This design comes from an exercise in tuning for small area on the open sky130 flow, not from production work. Function was checked by simulation only, so behaviour that the tests miss may differ from the original. Power figures rest on the tool's default switching activity, not on a simulated workload.

File: flow/config.mk
export PLATFORM = sky130hd
export DESIGN_NAME = epl_FFRAM02_top_fi
export DESIGN_NICKNAME = epl_FFRAM02_top_fi
export VERILOG_FILES = /design/flow/design.v
export SDC_FILE = /design/flow/constraint.sdc
export NUM_CORES = 4
export LEC_CHECK = 0
export CAP_MARGIN = 20
export CORE_MARGIN = 2
export CORE_UTILIZATION = 40
export SLEW_MARGIN = 20
File: flow/constraint.sdc
create_clock -name core_clock -period 4.0 [get_ports {pCLOCK_i}]
set_input_delay 0.8000 -clock core_clock [delete_from_list [all_inputs] [get_ports {pCLOCK_i}]]
set_output_delay 0.8000 -clock core_clock [all_outputs]
set_load 0.01 [all_outputs]
File: flow/run.sh
#!/bin/bash
# synth_recipe.tcl (not shown) runs the flow's synth.tcl, then flattens the netlist and writes it again
# the make line also repeats each setting of config.mk as NAME=value (left out here)
make -C /OpenROAD-flow-scripts/flow DESIGN_CONFIG=/design/flow/config.mk WORK_HOME=/design/flow/orfs CLKGATE_MAP_FILE= SYNTH_SCRIPT=/design/flow/synth_recipe.tcl finish
File: flow/design.v
module epl_FFRAM02_top_fi (
           input  wire [4-1 :0] pA_i,
           input  wire [1-1:0]       pFS_i,
           input  wire [4-1:0]  pD_i,
           input  wire                    pCLOCK_i,
           input  wire                    nRESET_i,
           input  wire                    nCEN_i,
           input  wire                    nWEN_i,
           output reg  [4-1:0]  pQ_o,
           output reg                     pERR_o,
           output wire [6:0]              pCcodeword1_o
       );
wire pWrite_w = ~nCEN_i & ~nWEN_i;
wire pRead_w  = ~nCEN_i &  nWEN_i;
wire pWrFail_w = pFS_i[0] & (pA_i[3:1] == 3'b010);
wire pRdHit_w  = pFS_i[0] & (pA_i[3:1] == 3'b001);
reg [3:0]  pMem_r [0:15];
reg [15:0] pOk_r;
genvar gi;
generate
    for (gi = 0; gi < 16; gi = gi + 1)
    begin : g_word
        wire pWe_w = pWrite_w & (pA_i == gi);
        always @(posedge pCLOCK_i)
        begin
            if (pWe_w)
                pMem_r[gi] <= pD_i;
        end
        always @(posedge pCLOCK_i or negedge nRESET_i)
        begin
            if (!nRESET_i)
                pOk_r[gi] <= 1'b0;
            else if (pWe_w)
                pOk_r[gi] <= ((gi == 4) || (gi == 5)) ? ~pFS_i[0] : 1'b1;
        end
    end
endgenerate
reg        pV1_r, pV2_r, pV3_r;
reg [4:0]  pS1_r, pS2_r, pS3_r;      
reg        pDist_r;
always @(posedge pCLOCK_i or negedge nRESET_i)
begin
    if (!nRESET_i)
    begin
        pV1_r <= 1'b0;
        pV2_r <= 1'b0;
        pV3_r <= 1'b0;
    end
    else
    begin
        pV1_r <= pRead_w;
        pV2_r <= pV1_r;
        pV3_r <= pV2_r;
    end
end
always @(posedge pCLOCK_i)
begin
    pS1_r <= {pOk_r[pA_i], pMem_r[pA_i]};
    pS2_r <= pS1_r;
    pS3_r <= pS2_r;
end
always @(posedge pCLOCK_i or negedge nRESET_i)
begin
    if (!nRESET_i)
        pDist_r <= 1'b0;
    else if (pRead_w)
        pDist_r <= pRdHit_w;
    else if (pV3_r)
        pDist_r <= 1'b0;
end
always @(posedge pCLOCK_i or negedge nRESET_i)
begin
    if (!nRESET_i)
    begin
        pQ_o   <= 4'b0;
        pERR_o <= 1'b0;
    end
    else if (!pV3_r)
    begin
        pQ_o   <= 4'b0;
        pERR_o <= 1'b0;
    end
    else if (pS3_r[4])
    begin
        pQ_o   <= pS3_r[3:0];
        pERR_o <= pDist_r;
    end
    else
    begin
        pQ_o   <= pDist_r ? 4'b0100 : 4'b1000;
        pERR_o <= 1'b1;
    end
end
reg       pW1_r;
reg [3:0] pWd_r;
always @(posedge pCLOCK_i or negedge nRESET_i)
begin
    if (!nRESET_i)
        pW1_r <= 1'b0;
    else
        pW1_r <= pWrite_w;
end
always @(posedge pCLOCK_i)
    pWd_r <= pD_i;
assign pCcodeword1_o = {7{pW1_r}} & {pWd_r[3], pWd_r[2], pWd_r[1],
                                      ~(pWd_r[1] ^ pWd_r[2] ^ pWd_r[3]),
                                      pWd_r[0],
                                      ~(pWd_r[0] ^ pWd_r[2] ^ pWd_r[3]),
                                      ~(pWd_r[0] ^ pWd_r[1] ^ pWd_r[3])};
endmodule
==> flow_summary.toml, run 1 <==
[run_status]
status = "finished clean"

[clock_network]
clk_latency_ns = 0.37
cts.sinks = 109
cts_tree = "done"
cts_resized = 0
cts_max_level = 3
ctsLongestPathBuffers = 2
path_clk_slew_ns = 0.11
numCtsBuffers = 9
postCtsSetupBuffers = 0
cts_hold_buf = 0
cts-root-buf = "clkbuf_8"

[route]
wl_per_cell_um = 18.98
firstDrtPassIters = 4
vias = 2335
drt_iter0_drc = 217
drc = 0
detail-route-antenna-nets = 0
routed_wl_um = 8522
viasPerCell = 5.200

[critical_path]
path_class = "in2reg"
worstPathMaxFanout = 21
cp.arrival_ns = 2.75
crit_required_ns = 4.01
cp-end-kind = "register"
cp-start-kind = "primary input"

[power]
powerDensity_nw_per_um2 = 452.3
pwr-share-clk_pct = 29.0
power.share.sequential_pct = 61.4
power_leakage_uw = 0.001680
combPwrFrac_pct = 9.6
sw_frac_of_total_pct = 24.07
p_sw_uw = 510.0
vdd_drop_max_mv = 0.2655
p_int_uw = 1609

[timing]
slew_headroom_pct = 42.54
final.min_clock_period_ns = 2.738
final-hold-violation-count = 0
grt_setup_unrepaired = "no"
finalCritPeriodShare_pct = 68.44
tightestPinTransition_ns = 0.8593
hold_slack_ns = 0.3251
slew_viol_final = 0
skew_ns = 0.008419
timing.fmax_mhz = 365.3
finalSetupViolCount = 0
setup_tns_ns = 0

[synthesis]
synth_edf_count = 64
yosys_warnings = 2
ys_ff_latch = 109
yosys.area.top_type_share_pct = 46.67
syn_inst = 280
syn_avg_cell_area_um2 = 14.71
synth_area_leader_cell = "edfxtp_1"
synth-main-ff-cell = "edfxtp_1"
synth_area_um2 = 4118
async_flop_share_pct = 23.85
synth_nets = 293
synth_area_leaders = "edfxtp_1, dfrtp_1, dfxtp_1"
seq_area_frac_synth_pct = 71.71
synth_cell_types = 40

[floorplan]
die_h_um = 105.5
core-area_um2 = 10140
num_rows = 37
die_x_um = 105.5
die_area_um2 = 11120
start_util_pct = 40.61
num_io_pins = 25

[global_routing]
grt_max_degree = 33
grt_usage_pct = 16.57
grt_antenna_before_repair = 0
grt_first_pass_wirelength_um = 13630
grt_overflow_total = 0
grt_pass1_vias = 2448

[run]
maxCapViolations = 0

[placed_design]
hpwlAfterDp_um = 5764
port_buffers = 24
place_congestion = 0.8637

[cells_and_area]
final_common_cell = "edfxtp_1"
area.growth.synth_to_final_pct = 13.76
drive_gt1_share_pct = 14.38
antennaDiodeCount = 0
final_util_pct = 46.21
mostFrequentLayoutCells = "edfxtp_1, nor2_1, dfrtp_1"
nNetsFinal = 321

[worst_hold_path]
hold_class = "reg2reg"
==> synthesized netlist by cell type (3+ instances only) <==
library cell / instances
nor3b_1: 3
a21oi_1: 6
mux2i_1: 12
nor2b_1: 10
a31oi_1: 7
dfrtp_1: 26
inv_1: 5
buf_2: 7
xnor2_1: 3
nor2_1: 26
a22o_1: 3
nor3_1: 4
nand2_1: 10
nand3b_1: 3
edfxtp_1: 64
nand3_1: 3
mux4_2: 8
and2_1: 8
dfxtp_1: 19
or2_2: 15
o21ai_0: 7
nand2b_1: 3
==> cell type report <==
| cell class | count | area [um2] |
|---|---|---|
| repair buffers | 30 | 285.3 |
| flip-flops and latches | 109 | 2953 |
| clock inverters | 7 | 56.30 |
| clock buffers | 9 | 123.9 |
| inverters | 5 | 18.77 |
| well taps | 136 | 170.2 |
| fillers | 898 | 5454 |
| multi-input cells | 153 | 1077 |
==> state kept, by name (all words and copies together) (netlist names) <==
name,flops
pW1_r,1
pV1_r,1
pV2_r,1
pERR_o,1
pS1_r,5
pQ_o,4
pV3_r,1
pS2_r,5
pMem_r,64
pS3_r,5
pOk_r,16
pDist_r,1
pWd_r,4
==> power by group through the flow <==
stage	Clock, uW	Sequential (uW)	Combinational, uW
2_1_floorplan	0	1320	126
3_3_place_gp	0	1330	204
3_5_place_dp	0	1330	206
4_1_cts	635	1300	207
5_1_grt	678	1310	222
6_report	614	1300	203
==> worst paths after layout <==
| check | start | end | slack [ns] | depth (start not counted) |
|---|---|---|---|---|
| max in group asynchronous | nRESET_i | pOk_r[8] | 2.93 | 2 |
| hold / removal | pS1_r[1] | pS2_r[1] | 0.33 | 0 |
| hold reg to reg | pS1_r[1] | pS2_r[1] | 0.33 | 0 |
| setup reg to reg | pMem_r[4][0] | pS1_r[0] | 2.48 | 5 |
| min in group asynchronous | nRESET_i | pQ_o[1] | 0.79 | 2 |
| setup / recovery | pA_i[1] | pMem_r[15][3] | 1.26 | 3 |
==> metrics by stage <==
| stage | total power, uW | setup WS, ns | cell area (um2) | cells |
|---|---|---|---|---|
| floorplan | 1442 | 1.888 | 4118 | 280 |
| global placement | 1529 | 0.8698 | 4504 | 433 |
| detailed placement | 1532 | 0.8992 | 4504 | 433 |
| finish | 2119 | 1.262 | 4684 | 449 |
| global route | 2212 | 1.176 | 4684 | 449 |
| CTS | 2143 | 1.291 | 4684 | 449 |
==> metal layers <==
layer	routed length, um	up-vias	part of all wire, %	GRT usage (%)
met5	0	-	0	0
met4	106	0	1.2	5.143
met3	481	11	5.6	3.772
met2	4334	70	51	27.51
met1	3600	1172	42	21.72
li1	-	1082	-	-
==> critical path: stages <==
cell and delay, ns:
clkdlybuf4s50_1 1.03, nand2_1 0.32, nor2_1 0.59
==> logic make-up (layout without fill, tap and decap cells) <==
family,Yosys count,in the layout,synth area share [%]
AO/OA/AOI/OAI,39,39,6.442
XOR/XNOR,5,5,1.064
multiplexers,20,20,7.293
AND/OR/NAND/NOR,89,89,11.36
buffers and inverters,18,51,2.127
flip-flops,109,109,71.71
==> run 2: changes to the inputs <==
==> flow/flow/run.sh (new file) <==
#!/bin/bash
# Standard ORFS layout with two changes:
#  - port buffers use the smallest buffer cell (every port still gets one);
#  - clock tree synthesis inserts no dummy loads.
set -euo pipefail
export BUFFER_PORTS_ARGS="-buffer_cell sky130_fd_sc_hd__buf_1"
export CTS_ARGS="-sink_clustering_enable -repair_clock_nets -dont_use_dummy_load"
bash standard.sh > standard_flow.log 2>&1
==> flow/standard.sh (new file) <==
#!/bin/bash
# synth_recipe.tcl (not shown) runs the flow's synth.tcl, then flattens the netlist and writes it again
# the make line also repeats each setting of config.mk as NAME=value (left out here)
make -C /OpenROAD-flow-scripts/flow DESIGN_CONFIG=/design/flow/config.mk WORK_HOME=/design/flow/orfs CLKGATE_MAP_FILE= SYNTH_SCRIPT=/design/flow/synth_recipe.tcl "${@:-finish}"
removed: flow/run.sh
==> flow_summary.toml, run 2 <==
[synthesis]
synth_mux_area_share_pct = 7.293
synth_cell_types = 40
synth_compound_gate_area_share_pct = 6.442
syn_avg_cell_area_um2 = 14.71
seq_area_frac_synth_pct = 71.71
synth_top_family_by_area = "simple AND/OR/NAND/NOR gates"
async_flop_share_pct = 23.85
synth_area_um2 = 4118
synthTopCellsByCount = "edfxtp_1, dfrtp_1, nor2_1"
synth_edf_count = 64
synth-main-ff-cell = "edfxtp_1"
synth_area_leaders = "edfxtp_1, dfrtp_1, dfxtp_1"
synth_xor_area_share_pct = 1.064
post_synth_and_or_nand_nor_area_fraction_pct = 11.36
yosysMostFrequentCell = "edfxtp_1"
synth_area_leader_cell = "edfxtp_1"
syn_inst = 280
synth_adder_area_share_pct = 0
synth_nets = 293
yosys_warnings = 2
ys_ff_latch = 109
yosys.area.top_type_share_pct = 46.67

[clock_network]
cts_tree = "done"
cts-root-buf = "clkbuf_8"
clk_latency_ns = 0.37
cts_max_level = 3
cts_resized = 0
path_clk_slew_ns = 0.08
numCtsBuffers = 9
postCtsSetupBuffers = 0
cts_hold_buf = 0
ctsLongestPathBuffers = 2
cts.sinks = 109

[timing]
setup_tns_ns = 0
final-hold-violation-count = 0
finalSetupViolCount = 0
finalCritPeriodShare_pct = 59.97
slew_viol_final = 0
timing.fmax_mhz = 416.8
tightestPinTransition_ns = 0.8835
final.min_clock_period_ns = 2.399
slew_headroom_pct = 41.10
skew_ns = 0.02530
grt_setup_unrepaired = "no"

[floorplan]
die_area_um2 = 11120
start_util_pct = 40.61
die_x_um = 105.5
die_h_um = 105.5
core-area_um2 = 10140
num_rows = 37
num_io_pins = 25

[global_routing]
grt_max_degree = 33
grt_pass1_vias = 2234
grt_antenna_before_repair = 0
grt_first_pass_wirelength_um = 12900
grt_usage_pct = 15.77
grt_overflow_total = 0

[cells_and_area]
nNetsFinal = 319
reg_top3 = "pMem_r: 64 flops, pOk_r: 16 flops"
fin_area_um2 = 4464
mostFrequentLayoutCells = "edfxtp_1, nor2_1, dfrtp_1"
largest_reg_flops = 64
antennaDiodeCount = 0
top_register = "pMem_r"
final_common_cell = "edfxtp_1"
drive_gt1_share_pct = 12.17
area.growth.synth_to_final_pct = 8.417
layout.cells.non_filler = 440

[placed_design]
place_congestion = 0.8266
placed_area_um2 = 4340
hpwlAfterDp_um = 5446
port_buffers = 24
place_inst = 431

[critical_path]
cp-start-kind = "primary input"
crit_slowest_cell = "nor3_1"
slowest_delay_ns = 0.58
crit_chain = "buf_1, nor2_1, nand2_1, nor3_1"
worstPathMaxFanout = 16
timing.critical_path.buf_inv = 1
crit_required_ns = 3.98
cp-end-kind = "register"
cp.arrival_ns = 2.38
crit_family = "simple AND/OR/NAND/NOR gates"
path_class = "in2reg"

[route]
routed_wl_um = 8236
firstDrtPassIters = 5
wl_per_cell_um = 18.72
vias = 2298
drc = 0
detail-route-antenna-nets = 0
drt_iter0_drc = 171
viasPerCell = 5.223

[run_status]
status = "finished clean"

[power]
vdd_drop_max_mv = 0.2401
powerDensity_nw_per_um2 = 447.0
power_leakage_uw = 0.001581

[worst_hold_path]
hold_class = "reg2reg"

[run]
maxCapViolations = 0
-- run 2: report_power, final --
part	internal, uW	switching, uW	leakage (uW)
clock	203	312	0.0000647
combinational	86.4	93.3	0.000462
sequential	1270	33.8	0.00105
total	1560	439	0.00158
-- run 2: area by class of cell --
cell class / count / area [um2]
fillers: 928 / 5674
flip-flops and latches: 109 / 2953
multi-input cells: 153 / 1077
well taps: 136 / 170.2
clock buffers: 9 / 123.9
repair buffers: 28 / 121.4
inverters: 5 / 18.77
-- run 2: per-layer routing --
metal  vias up  track usage [%]  part of all wire [%]
li1       1066                -                     -
met1      1147            21.54                    44
met2        70            24.38                    49
met3        15            3.834                   5.2
met4         0            6.190                   1.8
met5         -                0                     0
-- run 2: cell families (layout without fill, tap and decap cells) --
group / Yosys count / count (layout)
AND/OR/NAND/NOR: 89 / 89
AO/OA/AOI/OAI: 39 / 39
multiplexers: 20 / 20
XOR/XNOR: 5 / 5
buffers and inverters: 18 / 42
flip-flops: 109 / 109
-- run 2: worst paths after layout --
| check | startpoint | endpoint | slack [ns] | cells after the start |
|---|---|---|---|---|
| min | pS1_r[3] | pS2_r[3] | 0.32 | 0 |
| min reg2reg | pS1_r[3] | pS2_r[3] | 0.32 | 0 |
| max | pA_i[3] | pMem_r[0][1] | 1.60 | 4 |
| max in group asynchronous | nRESET_i | pOk_r[4] | 3.29 | 2 |
| min in group asynchronous | nRESET_i | pOk_r[9] | 0.44 | 2 |
| max reg2reg | pMem_r[11][3] | pS1_r[3] | 2.51 | 3 |
-- run 2: per-stage QoR --
| stage | setup slack [ns] | hold slack, ns | utilization, % | power [uW] |
|---|---|---|---|---|
| 3_5_place_dp | 1.211 | 0.3121 | 42.81 | 1507 |
| 5_1_grt | 1.408 | 0.3321 | 44.03 | 2088 |
| 2_1_floorplan | 1.888 | 0.3096 | - | 1442 |
| 3_3_place_gp | 1.264 | 0.3109 | 42.81 | 1503 |
| 4_1_cts | 1.620 | 0.3192 | 44.03 | 2016 |
| 6_report | 1.601 | 0.3236 | 44.03 | 1995 |
==> run 3: changes to the inputs <==
--- a/flow/design.v
+++ b/flow/design.v
@@ -1 +1,46 @@
+module epl_Row_Decode_sub (
+           input  wire [3:0]  pA_i,
+           input  wire        pWrite_i,
+           output wire [15:0] pSel_o,
+           output wire [15:0] pWe_o
+       );
+wire [3:0] pLo_w = 4'b0001 << pA_i[1:0];
+wire [3:0] pHi_w = 4'b0001 << pA_i[3:2];
+wire [3:0] pHiW_w = pHi_w & {4{pWrite_i}};
+genvar gi;
+generate
+    for (gi = 0; gi < 16; gi = gi + 1)
+    begin : g_dec
+        assign pSel_o[gi] = pHi_w[gi / 4]  & pLo_w[gi % 4];
+        assign pWe_o[gi]  = pHiW_w[gi / 4] & pLo_w[gi % 4];
+    end
+endgenerate
+endmodule
+module epl_Column_Access_sub (
+           input  wire [2:0] pS_i,
+           input  wire [2:0] pD_i,
+           output wire       pYn_o
+       );
+assign pYn_o = ~|(pS_i & pD_i);
+endmodule
+module epl_Read_Mux_sub (
+           input  wire [15:0] pSel_i,
+           input  wire [15:0] pD_i,
+           output wire        pQ_o
+       );
+wire [5:0] pGrpN_w;
+genvar gi;
+generate
+    for (gi = 0; gi < 5; gi = gi + 1)
+    begin : g_grp
+        epl_Column_Access_sub AOI_s (
+                                  .pS_i(pSel_i[3*gi +: 3]),
+                                  .pD_i(pD_i[3*gi +: 3]),
+                                  .pYn_o(pGrpN_w[gi])
+                              );
+    end
+endgenerate
+assign pGrpN_w[5] = ~(pSel_i[15] & pD_i[15]);
+assign pQ_o = ~&pGrpN_w;
+endmodule
 module epl_FFRAM02_top_fi (
@@ -18,2 +63,9 @@
 reg [15:0] pOk_r;
+wire [15:0] pSel_w, pWe_w;
+epl_Row_Decode_sub RD_s (
+                       .pA_i    (pA_i),
+                       .pWrite_i(pWrite_w),
+                       .pSel_o  (pSel_w),
+                       .pWe_o   (pWe_w)
+                   );
 genvar gi;
@@ -22,6 +74,5 @@
     begin : g_word
-        wire pWe_w = pWrite_w & (pA_i == gi);
         always @(posedge pCLOCK_i)
         begin
-            if (pWe_w)
+            if (pWe_w[gi])
                 pMem_r[gi] <= pD_i;
@@ -32,3 +83,3 @@
                 pOk_r[gi] <= 1'b0;
-            else if (pWe_w)
+            else if (pWe_w[gi])
                 pOk_r[gi] <= ((gi == 4) || (gi == 5)) ? ~pFS_i[0] : 1'b1;
@@ -55,5 +106,25 @@
 end
+wire [4:0] pRd_w;
+generate
+    for (gi = 0; gi < 5; gi = gi + 1)
+    begin : g_rd
+        wire [15:0] pCol_w;
+        genvar gw;
+        for (gw = 0; gw < 16; gw = gw + 1)
+        begin : g_col
+            if (gi == 4)
+                assign pCol_w[gw] = pOk_r[gw];
+            else
+                assign pCol_w[gw] = pMem_r[gw][gi];
+        end
+        epl_Read_Mux_sub RM_s (
+                             .pSel_i(pSel_w),
+                             .pD_i  (pCol_w),
+                             .pQ_o  (pRd_w[gi])
+                         );
+    end
+endgenerate
 always @(posedge pCLOCK_i)
 begin
-    pS1_r <= {pOk_r[pA_i], pMem_r[pA_i]};
+    pS1_r <= pRd_w;
     pS2_r <= pS1_r;
--- a/flow/flow/run.sh
+++ b/flow/flow/run.sh
@@ -6,3 +6,3 @@
 export BUFFER_PORTS_ARGS="-buffer_cell sky130_fd_sc_hd__buf_1"
-export CTS_ARGS="-sink_clustering_enable -repair_clock_nets -dont_use_dummy_load"
+export CTS_ARGS="-sink_clustering_enable -repair_clock_nets -dont_use_dummy_load -buf_list sky130_fd_sc_hd__clkbuf_16 -sink_clustering_size 30 -sink_clustering_max_diameter 200"
 bash standard.sh > standard_flow.log 2>&1
--- a/flow/config.mk
+++ b/flow/config.mk
@@ -11 +11,3 @@
 export SLEW_MARGIN = 20
+export SYNTH_HIERARCHICAL = 1
+export SYNTH_MINIMUM_KEEP_SIZE = 0
==> flow_summary.toml, run 3 <==
[power]
sw_frac_of_total_pct = 20.23
p_int_uw = 1712
p_sw_uw = 434.2
power.share.sequential_pct = 60.6
powerDensity_nw_per_um2 = 503.0
power_leakage_uw = 0.001473
power.total_uw = 2146
combPwrFrac_pct = 5.6
pwr-share-clk_pct = 33.8
vdd_drop_max_mv = 0.2199

[clock_network]
ctsLongestPathBuffers = 2
cts_tree = "done"
clk_latency_ns = 0.34
cts-root-buf = "clkbuf_16"
cts.sinks = 109
cts_resized = 0
numCtsBuffers = 9
cts_hold_buf = 0
postCtsSetupBuffers = 0
cts_max_level = 3
path_clk_slew_ns = 0.07

[synthesis]
synthTopCellsByCount = "edfxtp_1, nor2_1, dfrtp_1"
yosys_warnings = 8
synth_area_um2 = 3815
seq_area_frac_synth_pct = 77.40
ys_ff_latch = 109
synth-main-ff-cell = "edfxtp_1"
yosys.area.top_type_share_pct = 50.38
async_flop_share_pct = 23.85
synth_area_leaders = "edfxtp_1, dfrtp_1, dfxtp_1"
yosysMostFrequentCell = "edfxtp_1"
syn_inst = 241
synth_nets = 254
synth_edf_count = 64
synth_cell_types = 25
syn_avg_cell_area_um2 = 15.83
synth_area_leader_cell = "edfxtp_1"

[placed_design]
dp_slack_ns = 1.437
place_congestion = 0.7998
hpwlAfterDp_um = 5192
port_buffers = 24
placed_area_um2 = 4041

[route]
vias = 2136
drt_iter0_drc = 249
routed_wl_um = 7533
viasPerCell = 5.353
firstDrtPassIters = 6
drc = 0
wl_per_cell_um = 18.88
detail-route-antenna-nets = 0

[timing]
finalSetupViolCount = 0
slew_headroom_pct = 43.93
tightestPinTransition_ns = 0.8410
grt_setup_unrepaired = "no"
finalCritPeriodShare_pct = 55.46
final-hold-violation-count = 0
fin_ws_ns = 1.782
timing.fmax_mhz = 450.8
slew_viol_final = 0
setup_tns_ns = 0
skew_ns = 0.02085
final.min_clock_period_ns = 2.218

[critical_path]
worstPathMaxFanout = 3
crit_required_ns = 3.20
cp.arrival_ns = 1.42
cp-end-kind = "primary output"
cp-start-kind = "register"
path_class = "reg2out"

[floorplan]
num_rows = 35
start_util_pct = 41.29
die_area_um2 = 10330
die_x_um = 101.7
num_io_pins = 25
die_h_um = 101.7
core-area_um2 = 9240

[run_status]
status = "finished clean"

[cells_and_area]
multi_input_area_um2 = 814.5
reg_top3 = "pMem_r: 64 flops, pOk_r: 16 flops"
top_register = "pMem_r"
fin_area_um2 = 4267
mostFrequentLayoutCells = "edfxtp_1, nor2_1, dfrtp_1"
area.growth.synth_to_final_pct = 11.84
largest_reg_flops = 64
ff_latch_area_um2 = 2953
nNetsFinal = 285
drive_gt1_share_pct = 4.815
final_util_pct = 46.17
final_common_cell = "edfxtp_1"
antennaDiodeCount = 0
n_fill_cell = 819

[global_routing]
grt_overflow_total = 0
grt_antenna_before_repair = 0
grt_pass1_vias = 2134
grt_first_pass_wirelength_um = 11780
grt_max_degree = 27
grt_usage_pct = 15.79

[worst_hold_path]
hold_class = "reg2reg"

[run]
maxCapViolations = 0
[run 3: cell count changes after synthesis, moves of 8 or more]
cell      previous run  this run
or2_1                0        15
nor2b_1             10         2
mux4_2               8         0
a222oi_1             0        25
or2_2               15         0
[run 3: routing by layer]
layer	vias up	global-route usage, %	routed length [um]
met1	1071	20.44	3300
li1	981	-	-
met5	-	0	0
met2	73	25.56	3738
met4	0	4.886	111
met3	11	4.969	382
[run 3: area by class of cell]
class	instances	share of cell area, %
inverters	4	0.3519
clock buffers	9	5.279
well taps	129	3.783
multi-input cells	123	19.09
repair buffers	25	2.287
flip-flops and latches	109	69.21
[run 3: cells by family after synthesis]
group                  Yosys count  share of synthesized area [%]
AND/OR/NAND/NOR                 88                          12.23
XOR/XNOR                         2                         0.4593
buffers and inverters            9                          1.246
multiplexers                     6                          1.705
AO/OA/AOI/OAI                   27                          6.953
flip-flops                     109                          77.40
[run 3: worst paths after layout]
path | start | endpoint | slack, ns | cells after the start
worst min-delay path | pS1_r[2] | pS2_r[2] | 0.32 | 0
min in group asynchronous | nRESET_i | pDist_r | 0.46 | 2
worst min register to register | pS1_r[2] | pS2_r[2] | 0.32 | 0
worst max-delay path | pWd_r[3] | pCcodeword1_o[0] | 1.78 | 3
max in group asynchronous | nRESET_i | pOk_r[2] | 3.24 | 2
worst max register to register | pMem_r[9][0] | pS1_r[0] | 2.76 | 3
[run 3: stage by stage]
step                std cells  hold WS (ns)
detailed placement        390        0.3121
global placement          390        0.3112
finish                    399        0.3166
global route              399        0.3327
floorplan                 241        0.3096
CTS                       399        0.3162
[run 3: per-module statistics from Yosys (local to each module, per instance)]
| module | area, um2 | cells |
|---|---|---|
| epl_FFRAM02_top_fi | 3251 | 153 |
| epl_Row_Decode_sub | 232.7 | 48 |
| epl_Read_Mux_sub | 16.27 | 3 |
| epl_Column_Access_sub | 10.01 | 1 |
[run 3: power groups by stage]
stage	sequential, uW	combinational, uW	clock, uW
6_report	1300	120	725
5_1_grt	1310	134	791
4_1_cts	1300	122	751
3_5_place_dp	1320	121	0
3_3_place_gp	1320	119	0
2_1_floorplan	1310	76.3	0
[run 3: critical path, stage by stage (launching register included)]
cell and delay, ns:
dfxtp_1 0.33, xnor2_1 0.29, mux2_4 0.33, buf_1 0.13
==> run 4: changes to the inputs <==
==> flow/flow/run.sh (replaced) <==
#!/bin/bash
# Standard ORFS layout with two changes:
#  - port buffers use the smallest buffer cell (every port still gets one);
#  - clock tree synthesis inserts no dummy loads.
set -euo pipefail
export BUFFER_PORTS_ARGS="-buffer_cell sky130_fd_sc_hd__buf_1"
export CTS_ARGS="-sink_clustering_enable -repair_clock_nets -dont_use_dummy_load"
bash standard.sh > standard_flow.log 2>&1
==> flow_summary.toml, run 4 <==
[clock_network]
cts_resized = 0
path_clk_slew_ns = 0.10
ctsLongestPathBuffers = 2
cts-root-buf = "clkbuf_8"
cts.sinks = 109
cts_tree = "done"
clk_latency_ns = 0.36
postCtsSetupBuffers = 0
cts_max_level = 3
numCtsBuffers = 9
cts_hold_buf = 0

[floorplan]
die_x_um = 101.7
die_h_um = 101.7
num_io_pins = 25
die_area_um2 = 10330
num_rows = 35
start_util_pct = 41.29
core-area_um2 = 9240

[synthesis]
synth_nets = 254
seq_area_frac_synth_pct = 77.40
synth_area_leaders = "edfxtp_1, dfrtp_1, dfxtp_1"
synth-main-ff-cell = "edfxtp_1"
syn_avg_cell_area_um2 = 15.83
synth_edf_count = 64
async_flop_share_pct = 23.85
synthTopCellsByCount = "edfxtp_1, nor2_1, dfrtp_1"
synth_cell_types = 25
syn_inst = 241
yosys.area.top_type_share_pct = 50.38
yosysMostFrequentCell = "edfxtp_1"
synth_area_um2 = 3815
yosys_warnings = 8
ys_ff_latch = 109
synth_area_leader_cell = "edfxtp_1"

[timing]
timing.fmax_mhz = 444.9
skew_ns = 0.03222
slew_headroom_pct = 45.26
slew_viol_final = 0
setup_tns_ns = 0
finalCritPeriodShare_pct = 56.20
final.min_clock_period_ns = 2.248
tightestPinTransition_ns = 0.8211
grt_setup_unrepaired = "no"
final-hold-violation-count = 0
finalSetupViolCount = 0

[critical_path]
crit_cells = 3
r2r-start = "pMem_r[12][2]"
startpoint = "pWd_r[3]"
cp.arrival_ns = 1.45
crit_slowest_cell = "dfxtp_1"
cp-start-kind = "register"
timing.critical_path.buf_inv = 1
crit_required_ns = 3.20
cp-end-kind = "primary output"
crit_chain = "xnor2_1, mux2_4, buf_1"
worstPathMaxFanout = 3
slowest_delay_ns = 0.34
path_class = "reg2out"
r2r_cells = 3
crit_family = "flip-flops"

[cells_and_area]
reg_top3 = "pMem_r: 64 flops, pOk_r: 16 flops"
antennaDiodeCount = 0
largest_reg_flops = 64
ff_latch_area_um2 = 2953
mostFrequentLayoutCells = "edfxtp_1, nor2_1, dfrtp_1"
final_common_cell = "edfxtp_1"
nNetsFinal = 285
multi_input_area_um2 = 814.5
top_register = "pMem_r"
area.growth.synth_to_final_pct = 9.183
drive_gt1_share_pct = 4.815
n_fill_cell = 832

[power]
power.total_uw = 1925
power_leakage_uw = 0.001427
vdd_drop_max_mv = 0.2037
powerDensity_nw_per_um2 = 462.1

[worst_hold_path]
hp-start = "pS1_r[2]"
hold_class = "reg2reg"
min_path_cells = 0

[global_routing]
grt_usage_pct = 15.72
grt_antenna_before_repair = 0
grt_first_pass_wirelength_um = 11740
grt_max_degree = 27
grt_overflow_total = 0
grt_pass1_vias = 2123

[route]
drc = 0
viasPerCell = 5.338
drt_iter0_drc = 258
wl_per_cell_um = 18.66
routed_wl_um = 7446
vias = 2130
detail-route-antenna-nets = 0
firstDrtPassIters = 7

[placed_design]
hpwlAfterDp_um = 5192
place_congestion = 0.7998
port_buffers = 24

[run]
maxCapViolations = 0

[run_status]
status = "finished clean"
[run 4: Yosys stat by module (local to each module, per instance)]
module / cell area, um2 / cells / flops+latches
epl_Column_Access_sub: 10.01 / 1 / 0
epl_Read_Mux_sub: 16.27 / 3 / 0
epl_Row_Decode_sub: 232.7 / 48 / 0
epl_FFRAM02_top_fi: 3251 / 153 / 109
[run 4: cell families (layout without fill, tap and decap cells)]
| kind of cell | Yosys count | after routing | share of synthesized area (%) |
|---|---|---|---|
| mux | 6 | 6 | 1.705 |
| flops | 109 | 109 | 77.40 |
| compound gates | 27 | 27 | 6.953 |
| buf+inv | 9 | 38 | 1.246 |
| xor+xnor | 2 | 2 | 0.4593 |
| simple gates | 88 | 88 | 12.23 |
[run 4: through the flow]
stage / hold WS, ns / util (%) / cells / setup WS, ns / area [um2]
floorplan: 0.3096 / - / 241 / 1.971 / 3815
global placement: 0.3112 / 43.74 / 390 / 1.428 / 4041
detailed placement: 0.3121 / 43.74 / 390 / 1.437 / 4041
CTS: 0.3142 / 45.08 / 399 / 1.724 / 4165
global route: 0.3224 / 45.08 / 399 / 1.677 / 4165
finish: 0.3143 / 45.08 / 399 / 1.752 / 4165
[run 4: worst reg2reg max path: cells and delay by family (launching register included)]
| kind | cells | cell delay, ns |
|---|---|---|
| AOI/OAI and AO/OA | 1 | 0.42 |
| and+or+nand+nor | 2 | 0.34 |
| DFF | 1 | 0.40 |
[run 4: final timing paths]
path / endpoint / slack (ns)
worst min register to register: pS2_r[2] / 0.31
worst max-delay path: pCcodeword1_o[0] / 1.75
worst max register to register: pS1_r[2] / 2.72
min in group asynchronous: pERR_o / 0.43
worst min-delay path: pS2_r[2] / 0.31
max in group asynchronous: pOk_r[2] / 3.27
[run 4: power by group]
part | internal (uW) | switching, uW
clock | 203 | 305
combinational | 49.2 | 69.6
sequential | 1260 | 34.5
total | 1520 | 409
[run 4: area by class of cell]
class / count / area share [%]
Tap cell: 129 / 3.875
Inverter: 4 / 0.3605
Clock buffer: 9 / 2.974
Timing Repair Buffer: 25 / 2.343
Multi-Input combinational cell: 123 / 19.56
Sequential cell: 109 / 70.89
[run 4: routing by layer]
layer	routed length, um	share of wire (%)	track usage, %	up-vias
met2	3750	50	25.30	81
met1	3231	43	20.57	1066
li1	-	-	-	976
met3	394	5.3	5.038	7
met4	70	0.94	4.470	0
met5	0	0	0	-
==> run 5: changes to the inputs <==
--- a/flow/flow/run.sh
+++ b/flow/flow/run.sh
@@ -6,3 +6,3 @@
 export BUFFER_PORTS_ARGS="-buffer_cell sky130_fd_sc_hd__buf_1"
-export CTS_ARGS="-sink_clustering_enable -repair_clock_nets -dont_use_dummy_load"
+export CTS_ARGS="-sink_clustering_enable -repair_clock_nets -dont_use_dummy_load -buf_list sky130_fd_sc_hd__clkbuf_8 -sink_clustering_size 20 -sink_clustering_max_diameter 200"
 bash standard.sh > standard_flow.log 2>&1
==> flow_summary.toml, run 5 <==
[route]
routed_wl_um = 7446
vias = 2130
wl_per_cell_um = 18.66
viasPerCell = 5.338
drt_iter0_drc = 258
drc = 0
detail-route-antenna-nets = 0
firstDrtPassIters = 7

[worst_hold_path]
min_path_cells = 0
hold_class = "reg2reg"
hp-start = "pS1_r[2]"

[floorplan]
core-area_um2 = 9240
die_x_um = 101.7
die_h_um = 101.7
start_util_pct = 41.29
num_io_pins = 25
num_rows = 35
die_area_um2 = 10330

[global_routing]
grt_pass1_vias = 2123
grt_overflow_total = 0
grt_first_pass_wirelength_um = 11740
grt_max_degree = 27
grt_usage_pct = 15.72
grt_antenna_before_repair = 0

[placed_design]
port_buffers = 24
hpwlAfterDp_um = 5192
placed_area_um2 = 4041
place_congestion = 0.7998
place_inst = 390

[cells_and_area]
layout.cells.non_filler = 399
reg_top3 = "pMem_r: 64 flops, pOk_r: 16 flops"
fin_area_um2 = 4165
top_register = "pMem_r"
antennaDiodeCount = 0
mostFrequentLayoutCells = "edfxtp_1, nor2_1, dfrtp_1"
area.growth.synth_to_final_pct = 9.183
final_common_cell = "edfxtp_1"
largest_reg_flops = 64
drive_gt1_share_pct = 4.815
nNetsFinal = 285

[clock_network]
clk_latency_ns = 0.36
postCtsSetupBuffers = 0
cts-root-buf = "clkbuf_8"
path_clk_slew_ns = 0.10
cts_resized = 0
ctsLongestPathBuffers = 2
cts_max_level = 3
cts_hold_buf = 0
numCtsBuffers = 9
cts.sinks = 109
cts_tree = "done"

[timing]
final.min_clock_period_ns = 2.248
slew_viol_final = 0
skew_ns = 0.03222
finalSetupViolCount = 0
slew_headroom_pct = 45.26
setup_tns_ns = 0
grt_setup_unrepaired = "no"
hold_slack_ns = 0.3143
tightestPinTransition_ns = 0.8211
final-hold-violation-count = 0
finalCritPeriodShare_pct = 56.20
timing.fmax_mhz = 444.9

[critical_path]
slowest_delay_ns = 0.34
crit_chain = "xnor2_1, mux2_4, buf_1"
startpoint = "pWd_r[3]"
timing.rr.end = "pS1_r[2]"
r2r_cells = 3
r2r-start = "pMem_r[12][2]"
crit_required_ns = 3.20
crit_family = "flip-flops"
cp.arrival_ns = 1.45
cp-start-kind = "register"
path_class = "reg2out"
worstPathMaxFanout = 3
crit_slowest_cell = "dfxtp_1"
ff2ff_setup_slack_ns = 2.72
cp-end-kind = "primary output"
crit_cells = 3
timing.critical_path.buf_inv = 1
critPathCapture = "pCcodeword1_o[0]"

[synthesis]
ys_ff_latch = 109
yosysMostFrequentCell = "edfxtp_1"
synth_area_um2 = 3815
synth_area_leader_cell = "edfxtp_1"
synth_nets = 254
synth_cell_types = 25
seq_area_frac_synth_pct = 77.40
synth_edf_count = 64
async_flop_share_pct = 23.85
yosys.area.top_type_share_pct = 50.38
synth-main-ff-cell = "edfxtp_1"
synth_area_leaders = "edfxtp_1, dfrtp_1, dfxtp_1"
yosys_warnings = 8
synthTopCellsByCount = "edfxtp_1, nor2_1, dfrtp_1"
syn_avg_cell_area_um2 = 15.83
syn_inst = 241

[power]
vdd_drop_max_mv = 0.2037
powerDensity_nw_per_um2 = 462.1
power_leakage_uw = 0.001427

[run_status]
status = "finished clean"

[run]
maxCapViolations = 0
-- run 5: cell counts in the layout (fill, tap and decap cells not counted) --
No cell type changed its count.
-- run 5: cell families (layout without fill, tap and decap cells) --
kind of cell	count (synthesis)	in the layout	share of synthesized area, %
compound gates	27	27	6.953
xor+xnor	2	2	0.4593
buf+inv	9	38	1.246
flops	109	109	77.40
mux	6	6	1.705
simple gates	88	88	12.23
-- run 5: worst min path at each step --
stage / end
6_report: pS2_r[2]
5_1_grt: pS2_r[2]
4_1_cts: pS2_r[2]
3_5_place_dp: pS3_r[2]
3_3_place_gp: pS3_r[3]
2_1_floorplan: pS2_r[0]
-- run 5: worst register-to-register path: stages, from the launching register on --
cell and delay [ns]:
edfxtp_1 0.40, a222oi_1 0.42, and3_1 0.25, nand4_1 0.09
-- run 5: per-stage QoR --
| step | worst slack [ns] | utilization [%] | total power [uW] |
|---|---|---|---|
| floorplan | 1.971 | - | 1387 |
| global placement | 1.428 | 43.74 | 1443 |
| detailed placement | 1.437 | 43.74 | 1446 |
| CTS | 1.724 | 45.08 | 1949 |
| global route | 1.677 | 45.08 | 2010 |
| finish | 1.752 | 45.08 | 1925 |
-- run 5: routing by layer --
layer	routed length [um]	vias to the layer above	part of all wire (%)	track usage (%)
met3	394	7	5.3	5.038
met4	70	0	0.94	4.470
met5	0	-	0	0
met1	3231	1066	43	20.57
li1	-	976	-	-
met2	3750	81	50	25.30
-- run 5: modules after synthesis (local to each module, per instance) --
module	area [um2]	flops+latches
epl_Read_Mux_sub	16.27	0
epl_Column_Access_sub	10.01	0
epl_FFRAM02_top_fi	3251	109
epl_Row_Decode_sub	232.7	0
-- run 5: area by class of cell --
cell class	count	area, um2
inverter	4	15.01
timing repair buffer	25	97.59
multi-input combinational	123	814.5
tap	129	161.4
sequential	109	2953
fill	832	5075
clock buffer	9	123.9
-- run 5: power breakdown --
part           switching, uW  internal, uW
Sequential              34.5          1260
Clock                    305           203
Combinational           69.6          49.2

## separate check: timing with driven ports
The flow's constraints put no driver on any port. The routed layouts listed below were extracted and timed again, unchanged, in two steps. Step 1: set_driving_cell puts a clkbuf_16 on pCLOCK_i and a buf_2 on each other input, an assumption about the parent block. Step 2, shift: input delay + t, output delay - t, t = (earliest + latest rising clock arrival at the registers) / 2. This alone moves slack from input paths to output paths. a / b / c = no drivers / after step 1 / after step 2; a / b = the first two.
run	t (ns)	slack for setup (ns)	worst setup path after step 2	worst data-port slew with drivers (ns)
run 1	0.399	1.262 / 1.270 / 0.871	input to register	0.03
run 2	0.387	1.601 / 1.614 / 1.227	input to register	0.03
run 3	0.368	1.782 / 1.744 / 1.468	input to register	0.03
run 4	0.382	1.752 / 1.718 / 1.460	input to register	0.03
run 5	0.382	1.752 / 1.718 / 1.460	input to register	0.03
After both steps setup and hold are still met in every run listed. For run 1, which loses most, drivers alone change the setup slack by +0.008 ns; drivers and shift together by -0.391 ns.
